From an optimization exercise on the open Yosys and OpenROAD flow, aimed at small area, a short achievable clock period and few clock cycles per item; shortcuts taken in it are not production practice.
At most, simulation tests tie the RTL to the original design; equivalence was not proved.

==> flow/design.v (excerpt) <==
module alu_multi_cycle #(
    parameter OPERAND_BUS_WIDTH = 8,
    parameter OPERAND_MAX_DATA_WIDTH = 32,
    parameter RESULT_BUS_WIDTH = 16,
    parameter RESULT_MAX_DATA_WIDTH = 64
) (
    input   wire                            clk,
    input   wire                            rst,  
    input   wire                            operand_valid,
    input   wire [2:0]                      op,
    input   wire [OPERAND_BUS_WIDTH-1:0]    a,
    input   wire [OPERAND_BUS_WIDTH-1:0]    b,
    input   wire                            operand_last,
    output  reg                             ready,
    output  reg                             result_valid,
    output  reg  [RESULT_BUS_WIDTH-1:0]     result,
    output  reg                             result_last,
    output  reg                             result_rst
);
Size in the first run: roughly 1200 cells after synthesis, ~43 I/O pins, ~12000 µm² of cells after synthesis.
==> flow/config.mk <==
export PLATFORM = sky130hd
export DESIGN_NAME = alu_multi_cycle
export DESIGN_NICKNAME = alu_multi_cycle
export VERILOG_FILES = /design/flow/design.v
export SDC_FILE = /design/flow/constraint.sdc
export NUM_CORES = 4
export LEC_CHECK = 0
export CAP_MARGIN = 20
export CORE_MARGIN = 2
export CORE_UTILIZATION = 40
export SETUP_SLACK_MARGIN = 5
export SLEW_MARGIN = 20
==> flow/constraint.sdc <==
create_clock -name core_clock -period 10.0 [get_ports {clk}]
set_input_delay 2.0000 -clock core_clock [delete_from_list [all_inputs] [get_ports {clk}]]
set_output_delay 2.0000 -clock core_clock [all_outputs]
set_load 0.01 [all_outputs]
run.sh (not shown) runs the stock make flow with config.mk's settings and CLKGATE_MAP_FILE= SYNTH_SCRIPT=/design/flow/synth_recipe.tcl, a recipe that flattens the netlist after the stock synthesis.
Then changed:
==> flow/flow/run.sh (new file) <==
#!/bin/bash
set -e
echo "export SETUP_SLACK_MARGIN = 5.5" >> config.mk
bash standard.sh > standard.log 2>&1
==> flow/standard.sh (new file) <==
#!/bin/bash
# synth_recipe.tcl (not shown) runs the flow's synth.tcl, then flattens the netlist and writes it again
# the make line also repeats each setting of config.mk as NAME=value (left out here)
make -C /OpenROAD-flow-scripts/flow DESIGN_CONFIG=/design/flow/config.mk WORK_HOME=/design/flow/orfs CLKGATE_MAP_FILE= SYNTH_SCRIPT=/design/flow/synth_recipe.tcl "${@:-finish}"
- SETUP_SLACK_MARGIN: 5 -> 5.5
removed: flow/run.sh
After rerunning: Non-clock buffer count came out higher by 14. Via count is higher slightly. Worst hold slack is about the same. Count of clock-buffer cells in the layout does not change. Design area rises slightly. Maximum frequency rose by roughly a tenth. Routed wire length rises slightly. Die area stays the same. Synthesized cell count does not change.
Function was not checked in any run of this note: the RTL went through the layout flow alone.

========
## run A
Another version of the RTL of alu_multi_cycle (not shown whole).
For scale: ~1200 cells after synthesis, ~150 flip-flops.
clock: 10.0 ns
lec_check: 0
cap_margin: 20
core_margin: 2
core_utilization: 40
slew_margin: 20
setup_slack_margin: 5.75
standard.sh (not shown) runs the stock make flow with config.mk's settings and CLKGATE_MAP_FILE= SYNTH_SCRIPT=/design/flow/synth_recipe.tcl, a recipe that flattens the netlist after the stock synthesis.
==> flow/flow/run.sh <==
#!/bin/bash
set -e
echo "export SETUP_SLACK_MARGIN = 5.75" >> config.mk
bash standard.sh > standard.log 2>&1
No stage failed in run A, and the final checks on the layout all came back clean.
Testbench counts of run A, summed over its fixed seeds: cycles 31,033, items 8,000.
[inputs] run B vs run A
Settings: an added CTS_BUF_LIST of sky130_fd_sc_hd__clkbuf_4 sky130_fd_sc_hd__clkbuf_8; a change of SETUP_SLACK_MARGIN from 5.75 to 5.9.
==> flow/flow/run.sh <==
#!/bin/bash
set -e
echo "export SETUP_SLACK_MARGIN = 5.9" >> config.mk
bash standard.sh > standard.log 2>&1
Notes after the runs:
- Per the comparison of run B with run A, area growth from synthesis to layout increased by 4.3 points relative to the old numbers; cell area increased by about 3.8% relative to the old numbers; CTS clock-pin slew for the worst setup and hold paths increased by 0.02 ns relative to the old numbers; largest clock skew in the final design decreased by 0.0030 ns relative to the old numbers.
- Run B completed every stage of the flow, and the final layout passed the timing, DRC and antenna checks.
[inputs] run C vs run B
Settings: SETUP_SLACK_MARGIN changed from 5.9 to 5.75.
==> flow/flow/run.sh <==
#!/bin/bash
set -e
echo "export SETUP_SLACK_MARGIN = 5.75" >> config.mk
bash standard.sh > standard.log 2>&1
Notes after the runs:
Comparing run C and run B, the lower number of nets in the layout is on run C.
Between run B and run C, the global-route wire length before repair does not differ in any meaningful way.
Measured against each other, run C and run B differ in sequential share of layout area, the higher figure coming from run C.
#### Input delta (run D over run C)
Settings: setting BUFFER_PORTS_ARGS to -buffer_cell sky130_fd_sc_hd__buf_2 for the first time.
==> flow/flow/run.sh <==
#!/bin/bash
set -e
echo "export SETUP_SLACK_MARGIN = 5.75" >> config.mk
echo "export BUFFER_PORTS_ARGS = -buffer_cell sky130_fd_sc_hd__buf_2" >> config.mk
bash standard.sh > standard.log 2>&1
Findings:
Run D: no failed stages, no open violations at the end. Setup slack in run D is smaller than in run C. Diff run C and run D: met3 track utilization from global routing higher in run C. Run C vs run D, slowest library cell on the worst path: sky130_fd_sc_hd__clkdlybuf4s50_1 vs sky130_fd_sc_hd__fa_1. Between run D and run C, the ratio of final minimum period to clock period does not differ in any meaningful way. Worst relative slew slack (higher): run C. The total detailed-routing wirelength in run D was lower than what run C gave. Min peak fanout along the critical path across run C and run D: run C. Comparing layout overhead on the synthesized area for run C and run D, the smaller number came from run D. The source of the critical timing path comes out m_busy in one run and a[1] in the other, namely in run D and run C respectively. Looking at detailed placer's ending HPWL across both flows, run D is the stronger of the two, with run C trailing.

========
alu_multi_cycle, a different RTL version from the one above (not shown whole).
Size: ~2,000 cells after synthesis, roughly 140 flip-flops.
make LEC_CHECK=0 ABC_CLOCK_PERIOD_IN_PS=4000 CAP_MARGIN=20 CORE_MARGIN=2 CORE_UTILIZATION=40 SETUP_SLACK_MARGIN=4 SLEW_MARGIN=20 finish   # period 10.0 ns
run.sh (not shown) runs the stock make flow with config.mk's settings and CLKGATE_MAP_FILE= SYNTH_SCRIPT=/design/flow/synth_recipe.tcl, a recipe that flattens the netlist after the stock synthesis.
Stock flow here: none of the scripts above is used.
The baseline passed the timing, DRC and antenna checks.
Testbench counts at the start, summed over its fixed seeds: cycles 25,963, items 8,000.
Next try:
- ABC_CLOCK_PERIOD_IN_PS: 4000 -> default
- SETUP_SLACK_MARGIN: 4 -> default
=> Hold slack degrades by 14 ps; routed wire length fell by 12%; global-route usage fell by 3.1 points; utilization fell by 7.9 points; synthesized area does not change; design area fell by 15%.

========
alu_multi_cycle with an RTL version that a note above also has.
For scale: roughly 1200 cells after synthesis, about 150 flip-flops, roughly 43 I/O pins, about 11000 um2 of cells after synthesis.
// alu_multi_cycle
module alu_multi_cycle #(
    parameter OPERAND_BUS_WIDTH = 8,
    parameter OPERAND_MAX_DATA_WIDTH = 32,
    parameter RESULT_BUS_WIDTH = 16,
    parameter RESULT_MAX_DATA_WIDTH = 64
) (
    input   wire                            clk,
    input   wire                            rst,  
    input   wire                            operand_valid,
    input   wire [2:0]                      op,
    input   wire [OPERAND_BUS_WIDTH-1:0]    a,
    input   wire [OPERAND_BUS_WIDTH-1:0]    b,
    input   wire                            operand_last,
    output  reg                             ready,
    output  reg                             result_valid,
    output  reg  [RESULT_BUS_WIDTH-1:0]     result,
    output  reg                             result_last,
    output  reg                             result_rst
);
export LEC_CHECK = 0
export CAP_MARGIN = 20
export CORE_MARGIN = 2
export CORE_UTILIZATION = 40
export SLEW_MARGIN = 20
export SETUP_SLACK_MARGIN = 5.85
create_clock -name core_clock -period 10.0 [get_ports {clk}]
standard.sh (not shown) runs the stock make flow with config.mk's settings and CLKGATE_MAP_FILE= SYNTH_SCRIPT=/design/flow/synth_recipe.tcl, a recipe that flattens the netlist after the stock synthesis.
==> flow/flow/run.sh <==
#!/bin/bash
set -e
echo "export SETUP_SLACK_MARGIN = 5.85" >> config.mk
bash standard.sh > standard.log 2>&1
The starting point produced a clean layout.
Testbench counts at the start, summed over its fixed seeds: cycles 31,033, items 8,000.
Edit:
==> flow/flow/run.sh (replaced) <==
#!/bin/bash
set -e
echo "export SETUP_SLACK_MARGIN = 6.0" >> config.mk
bash standard.sh > standard.log 2>&1
- SETUP_SLACK_MARGIN: 5.85 -> 6.0
Effect: Global-route usage is higher by 0.41 points; design area climbs by 4.9%; utilization came out higher by 2.4 points; non-clock buffer count went up by 26; synthesized cell count stays the same; wire length rises by 2.1%.
Edit:
==> flow/flow/run.sh (replaced) <==
#!/bin/bash
set -e
echo "export SETUP_SLACK_MARGIN = 5.5" >> config.mk
bash standard.sh > standard.log 2>&1
- SETUP_SLACK_MARGIN: 6.0 -> 5.5
Cell count fell by about 4%.
Non-clock buffer count falls by 63.
First-iteration DRC count went down by 17%.
Via count fell by about 5%.
Clock-buffer cell count came out lower by 2.
Edit:
==> flow/flow/run.sh (replaced) <==
#!/bin/bash
set -e
echo "export SETUP_SLACK_MARGIN = 5.75" >> config.mk
bash standard.sh > standard.log 2>&1
- CTS_BUF_LIST: unset -> sky130_fd_sc_hd__clkbuf_4 sky130_fd_sc_hd__clkbuf_8
- CTS_CLUSTER_SIZE: unset -> 30
- SETUP_SLACK_MARGIN: 5.5 -> 5.75
Result: Cell count came out higher by 0.61%; final area is about the same; count of clock-buffer cells in the layout went up by 2; non-clock buffer count increases by 10; wire length went up by 1.8%.

========
Setup of before:
alu_multi_cycle, a different RTL version from the one above (not shown whole).
Size in the first run: about 1,400 cells after synthesis, ~43 I/O pins.
clock: 10.0 ns
lec_check: 0
cap_margin: 20
core_margin: 2
core_utilization: 40
setup_slack_margin: 5
slew_margin: 20
run.sh (not shown) runs the stock make flow with config.mk's settings and CLKGATE_MAP_FILE= SYNTH_SCRIPT=/design/flow/synth_recipe.tcl, a recipe that flattens the netlist after the stock synthesis.
Stock flow here: none of the scripts above is used.
before ended with every stage complete and zero timing, DRC or antenna violations.
Testbench counts of before, summed over its fixed seeds: cycles 31,033, items 8,000.
> inputs changed (before -> after)
Settings: SETUP_SLACK_MARGIN now 6.5, was 5.
==> flow/flow/run.sh (new file) <==
#!/bin/bash
set -e
cp standard.sh standard_copy.txt
cp config.mk config_orig.txt
echo "export SETUP_SLACK_MARGIN = 6.5" >> config.mk
bash standard.sh > standard.log 2>&1
==> flow/standard.sh (new file) <==
#!/bin/bash
# synth_recipe.tcl (not shown) runs the flow's synth.tcl, then flattens the netlist and writes it again
# the make line also repeats each setting of config.mk as NAME=value (left out here)
make -C /OpenROAD-flow-scripts/flow DESIGN_CONFIG=/design/flow/config.mk WORK_HOME=/design/flow/orfs CLKGATE_MAP_FILE= SYNTH_SCRIPT=/design/flow/synth_recipe.tcl "${@:-finish}"
removed: flow/run.sh
Notes after the runs:
before: full flow OK, the timing, DRC and antenna checks passed
after: no failed stages, no open violations at the end
Share of the core filled with cells in the final layout, before and after: lower on before
Across both runs, number of detailed-routing iterations run before antenna repair was higher for after than for before.
Comparing before and after, the lower area overhead of the layout relative to synthesis was measured on before.
after ends up with a post-layout instance area that is about 17% higher than in before.

re-timing with driven ports:
How much do the figures lean on ideal ports? The routed layouts below were timed once more, with nothing changed but the port constraints. Step 1 sets driving cells, clkbuf_16 on the clock port and buf_2 on the other inputs (assumed; they add their load-dependent delay and slew). Step 2, shift: input delay + t, output delay - t, t = (earliest + latest rising clock arrival at the registers) / 2. This alone moves slack from input paths to output paths. a / b / c = no drivers / after step 1 / after step 2; a / b = the first two.
| run | t, ns | slack for setup (ns) | worst hold slack (ns) | slew at the worst register clock pin (ns) |
|---|---|---|---|---|
| the first run of note 1 | 0.483 | 5.167 / 5.193 / 4.710 | 0.498 / 0.498 / 0.498 | 0.07 / 0.07 |
| the second run of note 1 | 0.484 | 5.603 / 5.627 / 5.143 | 0.500 / 0.500 / 0.500 | 0.08 / 0.08 |
| run A | 0.484 | 5.807 / 5.839 / 5.355 | 0.533 / 0.533 / 0.533 | 0.08 / 0.08 |
| run B | 0.498 | 5.821 / 5.821 / 5.603 | 0.528 / 0.528 / 0.528 | 0.10 / 0.10 |
| run C | 0.499 | 5.866 / 5.871 / 5.393 | 0.534 / 0.534 / 0.534 | 0.11 / 0.11 |
| run D | 0.511 | 5.857 / 5.857 / 5.524 | 0.521 / 0.521 / 0.521 | 0.11 / 0.11 |
| the first run of note 3 | 0.498 | 2.980 / 2.980 / 2.980 | 0.576 / 0.576 / 0.576 | 0.08 / 0.08 |
| the second run of note 3 | 0.502 | 1.443 / 1.443 / 1.443 | 0.562 / 0.562 / 0.562 | 0.07 / 0.07 |
| the first run of note 4 | 0.482 | 5.915 / 5.940 / 5.464 | 0.528 / 0.528 / 0.528 | 0.08 / 0.08 |
| the second run of note 4 | 0.476 | 5.894 / 5.894 / 5.636 | 0.500 / 0.500 / 0.500 | 0.07 / 0.07 |
| the third run of note 4 | 0.483 | 5.658 / 5.682 / 5.206 | 0.515 / 0.515 / 0.515 | 0.07 / 0.07 |
| the fourth run of note 4 | 0.499 | 5.866 / 5.871 / 5.393 | 0.534 / 0.534 / 0.534 | 0.11 / 0.11 |
| before | 0.487 | 5.086 / 5.086 / 4.727 | 0.517 / 0.517 / 0.517 | 0.07 / 0.07 |
| after | 0.474 | 5.524 / 5.524 / 5.524 | 0.480 / 0.480 / 0.480 | 0.07 / 0.07 |
After both steps every run listed still meets setup and hold.
